This design comes from an exercise in tuning for small area, a short achievable clock period and few clock cycles per item on the open sky130 flow, not from production work. Function was checked by simulation only, so behaviour that the tests miss may differ from the original.

==> flow/design.v (excerpt) <==
module ascon_p_serial_multiround     
     #(parameter BW = 64) (
         input clk,
         input rstn,
         input en,                        
         input en_inc,                    
         input [2:0] slice_idx,           
         input [BW-1:0] slice_in,         
         output reg [BW-1:0] slice_out,   
         output done                      
     );
For scale: about 390 flip-flops, roughly 140 I/O pins.
export LEC_CHECK = 0
export CAP_MARGIN = 20
export CORE_MARGIN = 2
export CORE_UTILIZATION = 50
export CTS_BUF_LIST = sky130_fd_sc_hd__clkbuf_16
export CTS_CLUSTER_DIAMETER = 85
export CTS_CLUSTER_SIZE = 25
export PLACE_DENSITY = 0.72
export SETUP_SLACK_MARGIN = 1.8
export SLEW_MARGIN = 60
export SYNTH_HIERARCHICAL = 1
export SYNTH_MINIMUM_KEEP_SIZE = 0
create_clock -name core_clock -period 4.2 [get_ports {clk}]
standard.sh (not shown) runs the stock make flow with config.mk's settings and CLKGATE_MAP_FILE= SYNTH_SCRIPT=/design/flow/synth_recipe.tcl, a recipe that flattens the netlist after the stock synthesis.
==> flow/flow/run.sh <==
#!/bin/bash
# Layout flow: the standard ORFS flow (standard.sh, all steps from
# synthesis to the final DEF), with two changes:
#  - the port buffers are plain sky130_fd_sc_hd__buf_2 cells instead of the
#    delay buffers buffer_ports picks by default;
#  - before global placement the state flip-flops are resized from dfxtp_1
#    to dfxtp_2 (flow/upsize_state_ff.tcl, ORFS hook PRE_GLOBAL_PLACE_TCL).
# Everything ORFS prints goes to run_standard.log here; each ORFS step also
# keeps its own log under orfs/logs/.
set -euo pipefail
here=$(pwd)
export BUFFER_PORTS_ARGS="-buffer_cell sky130_fd_sc_hd__buf_2"
export PRE_GLOBAL_PLACE_TCL="$here/flow/upsize_state_ff.tcl"
bash standard.sh > run_standard.log 2>&1
==> flow/flow/upsize_state_ff.tcl <==
# Hook run by ORFS at the start of its global placement step
# (PRE_GLOBAL_PLACE_TCL): the state flip-flops x0..x4 each drive the S-box of
# their bit slice as well as the read and hold logic, so they start as
# sky130_fd_sc_hd__dfxtp_2 instead of dfxtp_1 (same cell type, stronger drive).
set n 0
foreach inst [get_cells -filter "ref_name == sky130_fd_sc_hd__dfxtp_1"] {
  if {[string match {x[0-4]*} [get_full_name $inst]]} {
    replace_cell $inst sky130_fd_sc_hd__dfxtp_2
    incr n
  }
}
puts "state flip-flops resized to dfxtp_2: $n"
Testbench counts at the start, summed over its fixed seeds: cycles 6,576, items 384.
Next try:
==> flow/flow/run.sh (replaced) <==
#!/bin/bash
# Layout flow: the standard ORFS flow (standard.sh, all steps from
# synthesis to the final DEF), with the port buffers made of plain
# sky130_fd_sc_hd__buf_2 cells instead of the delay buffers buffer_ports
# picks by default. Everything ORFS prints goes to run_standard.log here;
# each ORFS step also keeps its own log under orfs/logs/.
set -euo pipefail
export BUFFER_PORTS_ARGS="-buffer_cell sky130_fd_sc_hd__buf_2"
bash standard.sh > run_standard.log 2>&1
Settings changed: CORE_UTILIZATION 50 to 60, SETUP_SLACK_MARGIN 1.8 to 1.9.
removed: flow/flow/upsize_state_ff.tcl
Outcome:
- register-to-register slack improves by 40 ps
- cell area stays flat
- setup slack is better by 38 ps
- routed wire length shrinks by 5.5%
- utilization is higher by 12 points
- clock-buffer cell count went down by 2
- global-route usage increases by 5.4 points
- synthesized area does not change
Next try:
==> flow/run.sh (new file) <==
#!/bin/bash
# synth_recipe.tcl (not shown) runs the flow's synth.tcl, then flattens the netlist and writes it again
# the make line also repeats each setting of config.mk as NAME=value (left out here)
make -C /OpenROAD-flow-scripts/flow DESIGN_CONFIG=/design/flow/config.mk WORK_HOME=/design/flow/orfs CLKGATE_MAP_FILE= SYNTH_SCRIPT=/design/flow/synth_recipe.tcl finish
Settings changed: CORE_UTILIZATION 60 to 50, CTS_BUF_LIST sky130_fd_sc_hd__clkbuf_16 to not set, CTS_CLUSTER_DIAMETER 85 to not set, CTS_CLUSTER_SIZE 25 to not set, SLEW_MARGIN 60 to 20.
removed: flow/flow/run.sh
removed: flow/standard.sh
Outcome: Sequential cell count stays the same; hold slack gains 43 ps; design area rose by a few percent; die area rose by about a fifth; worst setup slack loses 20 ps; non-clock buffer count rose by 41.

* * *

== before ==
Starting RTL as in the previous note.
export LEC_CHECK = 0
export CAP_MARGIN = 20
export CORE_MARGIN = 2
export CORE_UTILIZATION = 50
export CTS_BUF_LIST = sky130_fd_sc_hd__clkbuf_16
export CTS_CLUSTER_DIAMETER = 85
export CTS_CLUSTER_SIZE = 25
export PLACE_DENSITY = 0.72
export SETUP_SLACK_MARGIN = 1.9
export SLEW_MARGIN = 60
export SYNTH_HIERARCHICAL = 1
export SYNTH_MINIMUM_KEEP_SIZE = 0
create_clock -name core_clock -period 4.2 [get_ports {clk}]
run.sh (not shown) runs the stock make flow with config.mk's settings and CLKGATE_MAP_FILE= SYNTH_SCRIPT=/design/flow/synth_recipe.tcl, a recipe that flattens the netlist after the stock synthesis.
Stock flow here: none of the scripts above is used.
Testbench counts of before, summed over its fixed seeds: cycles 6,576, items 384.
Modified inputs, after compared to before
Settings: removing CTS_CLUSTER_SIZE (formerly 25); removing CTS_BUF_LIST (formerly sky130_fd_sc_hd__clkbuf_16); changing SLEW_MARGIN from 60 to 80; removing CTS_CLUSTER_DIAMETER (formerly 85); changing CAP_MARGIN from 20 to 40.
==> flow/flow/run.sh (new file) <==
#!/bin/bash
# Layout flow: the standard ORFS flow (standard.sh, all steps from
# synthesis to the final DEF), with the port buffers made of plain
# sky130_fd_sc_hd__buf_2 cells instead of the delay buffers buffer_ports
# picks by default. Everything ORFS prints goes to run_standard.log here;
# each ORFS step also keeps its own log under orfs/logs/.
set -euo pipefail
export BUFFER_PORTS_ARGS="-buffer_cell sky130_fd_sc_hd__buf_2"
bash standard.sh > run_standard.log 2>&1
==> flow/standard.sh (new file) <==
#!/bin/bash
# synth_recipe.tcl (not shown) runs the flow's synth.tcl, then flattens the netlist and writes it again
# the make line also repeats each setting of config.mk as NAME=value (left out here)
make -C /OpenROAD-flow-scripts/flow DESIGN_CONFIG=/design/flow/config.mk WORK_HOME=/design/flow/orfs CLKGATE_MAP_FILE= SYNTH_SCRIPT=/design/flow/synth_recipe.tcl "${@:-finish}"
removed: flow/run.sh
==> run summary <==
- On after: relative area change from synthesis to final layout is 29 points higher than what before gave.
- Setup slack in after is smaller than in before.
- Between after and before, length in cells of the worst reg-to-reg path is higher for after, before comes in under that.
- Against before as the reference, after delivers a higher number of antenna violations at the first check in global routing.

* * *

== run A ==
Starting RTL as in the previous note.
Settings: LEC_CHECK=0, CAP_MARGIN=20, CORE_MARGIN=2, CORE_UTILIZATION=50, PLACE_DENSITY=0.72, SETUP_SLACK_MARGIN=1.9, SLEW_MARGIN=60, SYNTH_HIERARCHICAL=1, SYNTH_MINIMUM_KEEP_SIZE=0; clock period 4.2 ns.
standard.sh (not shown) runs the stock make flow with config.mk's settings and CLKGATE_MAP_FILE= SYNTH_SCRIPT=/design/flow/synth_recipe.tcl, a recipe that flattens the netlist after the stock synthesis.
==> flow/flow/run.sh <==
#!/bin/bash
# Layout flow: the standard ORFS flow (standard.sh, all steps from
# synthesis to the final DEF), with two changes:
#  - the port buffers are plain sky130_fd_sc_hd__buf_2 cells instead of the
#    delay buffers buffer_ports picks by default;
#  - after ORFS's global route step has repaired timing, flow/post_grt.tcl
#    runs a second setup repair pass (hook POST_GLOBAL_ROUTE_TCL).
# Everything ORFS prints goes to run_standard.log here; each ORFS step also
# keeps its own log under orfs/logs/.
set -euo pipefail
here=$(pwd)
export BUFFER_PORTS_ARGS="-buffer_cell sky130_fd_sc_hd__buf_2"
export POST_GLOBAL_ROUTE_TCL="$here/flow/post_grt.tcl"
bash standard.sh > run_standard.log 2>&1
==> flow/flow/post_grt.tcl <==
# Hook run by ORFS at the end of its global route step (POST_GLOBAL_ROUTE_TCL):
# a second setup repair on global-route parasitics, without buffer removal,
# then the same legalisation and incremental global route ORFS runs after
# its own repair.
puts "extra setup repair after global route"
estimate_parasitics -global_routing
report_worst_slack -max
repair_timing -setup -setup_margin $::env(SETUP_SLACK_MARGIN) \
  -sequence "sizeup,swap,buffer,clone,split" -match_cell_footprint -verbose
global_route -start_incremental
detailed_placement
global_route -end_incremental
estimate_parasitics -global_routing
report_worst_slack -max
report_design_area
Run A ran to completion and came out clean on the timing, DRC and antenna checks.
Testbench counts of run A, summed over its fixed seeds: cycles 6,576, items 384.
--- input diff run A..run B ---
Settings: putting CTS_CLUSTER_DIAMETER at 85 where nothing was set; putting CTS_CLUSTER_SIZE at 25 where nothing was set; putting CTS_BUF_LIST at sky130_fd_sc_hd__clkbuf_16 where nothing was set; swapping 50 for 45 in CORE_UTILIZATION.
==> flow/flow/run.sh <==
#!/bin/bash
# Layout flow: the standard ORFS flow (standard.sh, all steps from
# synthesis to the final DEF), with the port buffers made of plain
# sky130_fd_sc_hd__buf_2 cells instead of the delay buffers buffer_ports
# picks by default. Everything ORFS prints goes to run_standard.log here;
# each ORFS step also keeps its own log under orfs/logs/.
set -euo pipefail
export BUFFER_PORTS_ARGS="-buffer_cell sky130_fd_sc_hd__buf_2"
bash standard.sh > run_standard.log 2>&1
removed: flow/flow/post_grt.tcl
Notes after the runs:
Remaining global-route overflow came out exactly the same in run B and run A. Both conditions hold for run B: the flow ran to the end and the final layout passed the timing, DRC and antenna checks. The top layer used by detailed routing comes out met5 in one run and met4 in the other, namely in run B and run A respectively. Relative to run A, arrival time at the worst endpoint has gone down in run B. Taking run A as the reference, in run B global routing usage on met2 decreased by 6.3 points relative to the old numbers. Looking at launch point of the worst path, the x4[23] result is from run A; the x1[3] one comes from run B. Lower maximum frequency among run B and run A: run A.
Here is what was changed in the inputs of run C compared with run B.
Settings: CTS_CLUSTER_DIAMETER removed (was 85); CTS_BUF_LIST removed (was sky130_fd_sc_hd__clkbuf_16); CTS_CLUSTER_SIZE removed (was 25); PLACE_DENSITY changed from 0.72 to 0.75; CORE_UTILIZATION changed from 45 to 55.
==> run summary <==
[diff] first-iteration DRC count, run C relative to run B: regression
Run C vs run B: final setup slack of the worst path up in run C
Run C — H-tree depth reported by CTS 1 higher, run B as reference
Re total overflow reported by the global router: no difference whatsoever between run C and run B.
A highest metal layer with signal wires of met5 is what run B shows, while met4 belongs to run C.
Compared to run B, run C leaves less free space in the core.

* * *

ascon_p_serial_multiround, a different RTL version from the one above (not shown whole).
Size: roughly 3,000 cells after synthesis, roughly 390 flip-flops, about 140 I/O pins.
clock: 4.2 ns
lec_check: 0
cap_margin: 20
core_margin: 2
core_utilization: 40
setup_slack_margin: 2.2
slew_margin: 20
run.sh (not shown) runs the stock make flow with config.mk's settings and CLKGATE_MAP_FILE= SYNTH_SCRIPT=/design/flow/synth_recipe.tcl, a recipe that flattens the netlist after the stock synthesis.
Stock flow here: none of the scripts above is used.
The first run passed the timing, DRC and antenna checks.
Testbench counts at the start, summed over its fixed seeds: cycles 6,576, items 384.
Edit:
Settings changed: SETUP_SLACK_MARGIN 2.2 to 1.5.
Outcome: Count of clock-buffer cells in the layout shrinks by 7. Synthesized area stays the same. Die area does not change. Register-to-register slack is worse by 0.65 ns. Wire length shrinks by 6.3%.
Edit:
Settings changed: SETUP_SLACK_MARGIN 1.5 to unset.
The new run finished with timing, DRC and antenna clean; count of clock-buffer cells in the layout stays the same; utilization came out lower by 0.47 points; worst setup slack got worse by 0.26 ns; worst hold slack barely changes; fmax came out lower by 8.7%; final area came out lower by 0.99%; non-clock buffer count came out lower by 1.
Edit:
Settings changed: CORE_UTILIZATION 40 to 70, SETUP_SLACK_MARGIN set to 2.3.
Effect:
- The new run never finished: it broke off in clock tree synthesis with DPL-0038
- synthesized area is unchanged
- synthesized cell count does not change

* * *

ascon_p_serial_multiround with an RTL version that a note above also has.
For scale: about 390 flip-flops, about 140 I/O pins.
export LEC_CHECK = 0
export CAP_MARGIN = 20
export CORE_MARGIN = 2
export CORE_UTILIZATION = 50
export CTS_BUF_LIST = sky130_fd_sc_hd__clkbuf_4 sky130_fd_sc_hd__clkbuf_8
export CTS_CLUSTER_SIZE = 30
export PLACE_DENSITY = 0.72
export SETUP_SLACK_MARGIN = 1.9
export SLEW_MARGIN = 60
export SYNTH_HIERARCHICAL = 1
export SYNTH_MINIMUM_KEEP_SIZE = 0
create_clock -name core_clock -period 4.2 [get_ports {clk}]
standard.sh (not shown) runs the stock make flow with config.mk's settings and CLKGATE_MAP_FILE= SYNTH_SCRIPT=/design/flow/synth_recipe.tcl, a recipe that flattens the netlist after the stock synthesis.
==> flow/flow/run.sh <==
#!/bin/bash
# Layout flow: the standard ORFS flow (standard.sh, all steps from
# synthesis to the final DEF), with the port buffers made of plain
# sky130_fd_sc_hd__buf_2 cells instead of the delay buffers buffer_ports
# picks by default. Everything ORFS prints goes to run_standard.log here;
# each ORFS step also keeps its own log under orfs/logs/.
set -euo pipefail
export BUFFER_PORTS_ARGS="-buffer_cell sky130_fd_sc_hd__buf_2"
bash standard.sh > run_standard.log 2>&1
Testbench counts at the start, summed over its fixed seeds: cycles 6,576, items 384.
Change:
==> flow/run.sh (new file) <==
#!/bin/bash
# synth_recipe.tcl (not shown) runs the flow's synth.tcl, then flattens the netlist and writes it again
# the make line also repeats each setting of config.mk as NAME=value (left out here)
make -C /OpenROAD-flow-scripts/flow DESIGN_CONFIG=/design/flow/config.mk WORK_HOME=/design/flow/orfs CLKGATE_MAP_FILE= SYNTH_SCRIPT=/design/flow/synth_recipe.tcl finish
CORE_UTILIZATION = 60   (was 50)
CTS_BUF_LIST = unset   (was sky130_fd_sc_hd__clkbuf_4 sky130_fd_sc_hd__clkbuf_8)
CTS_CLUSTER_SIZE = unset   (was 30)
PLACE_DENSITY = unset   (was 0.72)
SETUP_SLACK_MARGIN = unset   (was 1.9)
SLEW_MARGIN = 20   (was 60)
removed: flow/flow/run.sh
removed: flow/standard.sh
=> Routed wire length fell by 0.81%. Die area shrinks by 16%. Register-to-register slack degrades by 720 ps. Design area decreases by 5.5%. Setup slack degrades by 720 ps.
Change:
==> flow/flow/run.sh (new file) <==
#!/bin/bash
# Layout flow: the standard ORFS flow (standard.sh, all steps from
# synthesis to the final DEF), with the port buffers made of plain
# sky130_fd_sc_hd__buf_2 cells instead of the delay buffers buffer_ports
# picks by default. Everything ORFS prints goes to run_standard.log here;
# each ORFS step also keeps its own log under orfs/logs/.
set -euo pipefail
export BUFFER_PORTS_ARGS="-buffer_cell sky130_fd_sc_hd__buf_2"
bash standard.sh > run_standard.log 2>&1
==> flow/standard.sh (new file) <==
#!/bin/bash
# synth_recipe.tcl (not shown) runs the flow's synth.tcl, then flattens the netlist and writes it again
# the make line also repeats each setting of config.mk as NAME=value (left out here)
make -C /OpenROAD-flow-scripts/flow DESIGN_CONFIG=/design/flow/config.mk WORK_HOME=/design/flow/orfs CLKGATE_MAP_FILE= SYNTH_SCRIPT=/design/flow/synth_recipe.tcl "${@:-finish}"
CORE_UTILIZATION = 50   (was 60)
PLACE_DENSITY = 0.72   (was unset)
SETUP_SLACK_MARGIN = 1.9   (was unset)
SLEW_MARGIN = 60   (was 20)
removed: flow/run.sh
Result: The new run went through all stages and came out clean; flip-flop and latch count does not change; die area climbs by about a fifth; register-to-register slack improves by 750 ps.
Change:
==> flow/run.sh (new file) <==
#!/bin/bash
# synth_recipe.tcl (not shown) runs the flow's synth.tcl, then flattens the netlist and writes it again
# the make line also repeats each setting of config.mk as NAME=value (left out here)
make -C /OpenROAD-flow-scripts/flow DESIGN_CONFIG=/design/flow/config.mk WORK_HOME=/design/flow/orfs CLKGATE_MAP_FILE= SYNTH_SCRIPT=/design/flow/synth_recipe.tcl finish
removed: flow/flow/run.sh
removed: flow/standard.sh
Design area rose by 3.9%; setup slack stays flat; worst hold slack improved by 36 ps; area after synthesis does not change; via count rose by 2.2%; core utilization rose by 2.4 points; clock skew rose by 8.7 ps; die area does not change.

port drivers added, routing unchanged:
No port has a modelled driver above. Below, the same layouts with a new extraction and two added sets of constraints. Step 1, drivers: a clkbuf_16 drives clk and a buf_2 each remaining input, both assumed. Step 2 times the ports against the registers' clock, not the clock port: input delays grow and output delays shrink by t, the midpoint of the rising clock arrivals with the driver on. a / b / c = ideal ports / drivers / drivers and shift; a / b = the first two.
run | shift t [ns] | slack for setup (ns) | hold WS [ns] | slew at the worst register clock pin (ns) | pins driven straight from the clock port
the first run of note 1 | 0.684 | 1.771 / 1.771 / 1.294 | 0.506 / 0.475 / 0.527 | 0.11 / 0.11 | 1
the second run of note 1 | 0.665 | 1.809 / 1.809 / 1.392 | 0.515 / 0.484 / 0.555 | 0.11 / 0.11 | 1
the third run of note 1 | 0.657 | 1.790 / 1.790 / 1.324 | 0.558 / 0.558 / 0.558 | 0.06 / 0.06 | 1
before | 0.665 | 1.872 / 1.868 / 1.358 | 0.574 / 0.574 / 0.574 | 0.11 / 0.11 | 1
after | 0.677 | 1.674 / 1.674 / 1.389 | 0.519 / 0.493 / 0.519 | 0.07 / 0.07 | 1
run A | 0.667 | 1.770 / 1.770 / 1.401 | 0.534 / 0.496 / 0.534 | 0.06 / 0.06 | 1
run B | 0.669 | 1.818 / 1.818 / 1.302 | 0.536 / 0.493 / 0.540 | 0.10 / 0.10 | 1
run C | 0.651 | 1.835 / 1.835 / 1.368 | 0.544 / 0.511 / 0.546 | 0.07 / 0.07 | 1
the first run of note 4 | 0.693 | 2.078 / 2.078 / 1.526 | 0.509 / 0.509 / 0.509 | 0.07 / 0.07 | 1
the second run of note 4 | 0.679 | 1.430 / 1.430 / 0.893 | 0.536 / 0.536 / 0.536 | 0.06 / 0.06 | 1
the third run of note 4 | 0.676 | 1.165 / 1.165 / 0.574 | 0.537 / 0.537 / 0.537 | 0.07 / 0.07 | 1
the first run of note 5 | 0.758 | 1.779 / 1.779 / 1.405 | 0.440 / 0.397 / 0.533 | 0.07 / 0.07 | 1
the second run of note 5 | 0.653 | 1.061 / 1.061 / 0.753 | 0.550 / 0.550 / 0.550 | 0.06 / 0.06 | 1
the third run of note 5 | 0.667 | 1.809 / 1.809 / 1.415 | 0.534 / 0.500 / 0.534 | 0.06 / 0.06 | 1
the fourth run of note 5 | 0.667 | 1.812 / 1.812 / 1.282 | 0.570 / 0.570 / 0.570 | 0.07 / 0.07 | 1
After both steps setup and hold are still met in every run listed. For the third run of note 4, which loses most, drivers alone change the setup slack by 0.000 ns; drivers and shift together by -0.591 ns.
